Context: an optimization exercise on an open-source flow, tuned for small area and a short achievable clock period. The choices shown serve that exercise and are no tape-out recipe.

## fir_filter
module fir_filter (
    input clk,
    input rst,
    input clk_enable,
    input [2:0] filter_sel,
    input  signed [15:0] filter_in,
    output signed [15:0] filter_out
);
==> flow/config.mk <==
export PLATFORM = sky130hd
export DESIGN_NAME = fir_filter
export DESIGN_NICKNAME = fir_filter
export VERILOG_FILES = /design/flow/design.v
export SDC_FILE = /design/flow/constraint.sdc
export NUM_CORES = 4
export LEC_CHECK = 0
export ABC_AREA = 1
export CAP_MARGIN = 20
export CORE_MARGIN = 2
export CORE_UTILIZATION = 60
export SETUP_SLACK_MARGIN = 0.2
export SLEW_MARGIN = 20
export SYNTH_MEMORY_MAX_BITS = 65536
==> flow/constraint.sdc <==
create_clock -name core_clock -period 13.5 [get_ports {clk}]
set_input_delay 2.7000 -clock core_clock [delete_from_list [all_inputs] [get_ports {clk}]]
set_output_delay 2.7000 -clock core_clock [all_outputs]
set_load 0.01 [all_outputs]
standard.sh (not shown) runs the stock make flow with config.mk's settings and CLKGATE_MAP_FILE= SYNTH_SCRIPT=/design/flow/synth_recipe.tcl, a recipe that flattens the netlist after the stock synthesis.
==> flow/flow/run.sh <==
#!/bin/bash
# Own layout flow: the standard layout (standard.sh: ORFS synthesis and
# place-and-route with the standard flow's config and constraints), with these changes:
#  - synthesis: synth_recipe.tcl with Yosys's quick ABC pass inside 'synth'
#    skipped (-noabc), so the adders reach extract_fa as written; registers and
#    their names are the same as the standard synthesis's,
#  - ABC maps the logic with flow/abc.script in place of ORFS's script,
#  - the port buffers that ORFS inserts are sky130_fd_sc_hd__buf_4,
#  - clock tree synthesis: clusters of up to 26 sinks within 70 um, clkbuf_16
#    buffers, no dummy loads.
# ORFS's scripts are copied into this folder and only the ABC scripts replaced.
# Every tool's output is in orfs/logs/ (one log per step) and flow_make.log.
set -euo pipefail
W="$(pwd)"
rm -rf "$W/scripts_own"
cp -r "$FLOW_HOME/scripts" "$W/scripts_own"
cp "$W/flow/abc.script" "$W/scripts_own/abc_area.script"
cp "$W/flow/abc.script" "$W/scripts_own/abc_speed.script"
sed 's/yosys synth -nofsm -noshare {\*}\$args/yosys synth -nofsm -noshare -noabc {*}$args/' \
  "$W/synth_recipe.tcl" > "$W/own_synth.tcl"
grep -q -- '-noabc' "$W/own_synth.tcl"
sed "s#synth_recipe\.tcl#own_synth.tcl#g" "$W/standard.sh" > "$W/own_standard.sh"
grep -q own_synth.tcl "$W/own_standard.sh"
export SCRIPTS_DIR="$W/scripts_own"
export BUFFER_PORTS_ARGS="-buffer_cell sky130_fd_sc_hd__buf_4"
export CTS_ARGS="-sink_clustering_enable -repair_clock_nets -dont_use_dummy_load -sink_clustering_size 26 -sink_clustering_max_diameter 70 -buf_list sky130_fd_sc_hd__clkbuf_16"
bash "$W/own_standard.sh" > "$W/flow_make.log" 2>&1
==> flow/flow/abc.script <==
strash
dc2
dch -f
map
topo
stime -c
buffer -c
upsize -c
dnsize -c
Next try:
--- a/flow/design.v
+++ b/flow/design.v
@@ -583,55 +583,62 @@
   wire [12:0] rom_magnitude;
   coeff_rom u_coeff_rom (
       .filter_sel(sel_q),
       .mirror(upper && (sel_q == 3'd7)),
       .tap(tap),
       .sign(rom_sign),
       .magnitude(rom_magnitude)
   );
   wire win = phase_q || (since != 7'd0 && since <= 7'd63);
-  wire use_slot = ((age <= filled) || phase_q && age == filled + 6'd1) && (filled != 6'd0 || phase_q) && win;
-  wire negative = rom_sign;
-  wire [14:0] mx = {1'b0, use_slot ? rom_magnitude : 13'd0, 1'b0};
-  integer j;
+  wire age_ok = (age <= filled) && (filled != 6'd0 || phase_q);
+  reg [12:0] magnitude_q;
+  reg negative_q, use_q, win1;
   always @(posedge clk) begin
     sel_q <= filter_sel;
-    win_q <= win;
+    magnitude_q <= rom_magnitude;
+    negative_q <= rom_sign;
+    win1 <= win;
+    use_q <= (age_ok || phase_q && age == filled + 6'd1) && win;
+  end
+  wire [14:0] mx = {1'b0, use_q ? magnitude_q : 13'd0, 1'b0};
+  integer j;
+  always @(posedge clk) begin
+    win_q <= win1;
     for (j = 0; j < 7; j = j + 1) begin
-      neg_q[j] <= (mx[2*j+2] ^ negative) & win;
+      neg_q[j] <= (mx[2*j+2] ^ negative_q) & win1;
       one_q[j] <= mx[2*j+1] ^ mx[2*j];
       two_q[j] <= (mx[2*j+2] & ~mx[2*j+1] & ~mx[2*j]) | (~mx[2*j+2] & mx[2*j+1] & mx[2*j]);
     end
   end
 endmodule
 module delay_pipeline (
     input clk,
     input phase,
     input [5:0] age,
     input signed [15:0] filter_in,
     output signed [15:0] sample_q
 );
   reg signed [15:0] newest;
   reg signed [15:0] ring[0:63];
   integer i;
   wire signed [15:0] sample = (age[5:1] == 5'd0) ? newest : ring[0];
-  assign sample_q = ring[63];
+  assign sample_q = ring[62];
   always @(posedge clk) begin
     if (phase) newest <= filter_in;
     for (i = 0; i < 63; i = i + 1) ring[i] <= ring[i+1];
     ring[63] <= sample;
   end
 endmodule
 module compute (
     input clk,
     input rst,
     input phase,
-    input phase_q,
+    input [6:0] since,
     input [5:0] filled,
     input [2:0] sel_q,
     input signed [15:0] sample_q,
     input [6:0] neg_q,
     input [6:0] one_q,
     input [6:0] two_q,
     input win_q,
     output reg signed [15:0] filter_out
 );
@@ -835,19 +842,19 @@
   wire [33:0] c_next = {t[305], t[303], t[301], t[299], t[297], t[295], t[293], t[291], t[289], t[287], t[285], t[283], t[281], t[279], t[277], t[275], t[273], t[271], t[269], t[267], t[265], t[263], t[261], t[259], t[257], t[255], t[253], t[251], t[249], t[247], t[245], t[243], t[241], pp0[0]};
   wire [33:0] acc = acc_s + acc_c;
   wire [17:0] acc_hi = acc[33:16];
   wire sat_pos = ~acc_hi[17] & acc_hi[16];
   wire sat_neg = acc_hi[17] & ~acc_hi[16];
   wire [15:0] acc_sat = sat_pos ? 16'h7fff : sat_neg ? 16'h8000 : acc_hi[15:0];
   always @(posedge clk) begin
     acc_s <= s_next;
     acc_c <= c_next;
-    first <= phase_q;
+    first <= (since == 7'd1);
   end
   always @(posedge clk, posedge rst) begin
     if (rst) begin
       result <= 16'sd0;
       filter_out <= 16'sd0;
     end else begin
       if (first) result <= (filled[5:1] != 5'd0) ? acc_sat : 16'd0;
       if (phase) filter_out <= result;
     end
@@ -921,19 +928,19 @@
       .one_q(one_q),
       .two_q(two_q),
       .win_q(win_q),
       .sel_q(sel_q)
   );
   compute u_compute (
       .clk(clk),
       .rst(rst),
       .phase(phase),
-      .phase_q(phase_q),
+      .since(since),
       .filled(filled),
       .sel_q(sel_q),
       .sample_q(sample_q),
       .neg_q(neg_q),
       .one_q(one_q),
       .two_q(two_q),
       .win_q(win_q),
       .filter_out(filter_out)
   );
=> Clock skew falls by 0.0055 ns. Cell count rises slightly. First-iteration DRC count falls by a little under a tenth. Die area rises slightly. Wire length falls by a few percent. Area after synthesis rises slightly.
Function was not checked in any run of this note: the RTL went through the layout flow alone.

## separate check: timing with driven ports
No port has a modelled driver above. Below, the same layouts with a new extraction and two added sets of constraints.
Step 1 (the two cells are an assumption about what drives the block):
set clk [get_ports {clk}]
set_driving_cell -lib_cell sky130_fd_sc_hd__clkbuf_16 $clk
set_driving_cell -lib_cell sky130_fd_sc_hd__buf_2 [delete_from_list [all_inputs] $clk]
Step 2 times the ports against the registers' clock, not the clock port: input delays grow and output delays shrink by t, the midpoint of the rising clock arrivals with the driver on.
Slacks: ideal / step 1 / step 2; pairs: ideal / step 1.
run	t (ns)	setup WS [ns]	worst setup path after step 2	latest minus earliest clock arrival (ns)	worst data-port slew with drivers (ns)
the first run	0.672	8.852 / 8.852 / 8.852	register to register	0.127 / 0.127	0.05
the second run	0.672	9.568 / 9.568 / 9.206	input to register	0.132 / 0.133	0.06
After both steps every run listed still meets setup and hold. For the second run, which loses most, drivers alone change the setup slack by 0.000 ns; drivers and shift together by -0.362 ns.
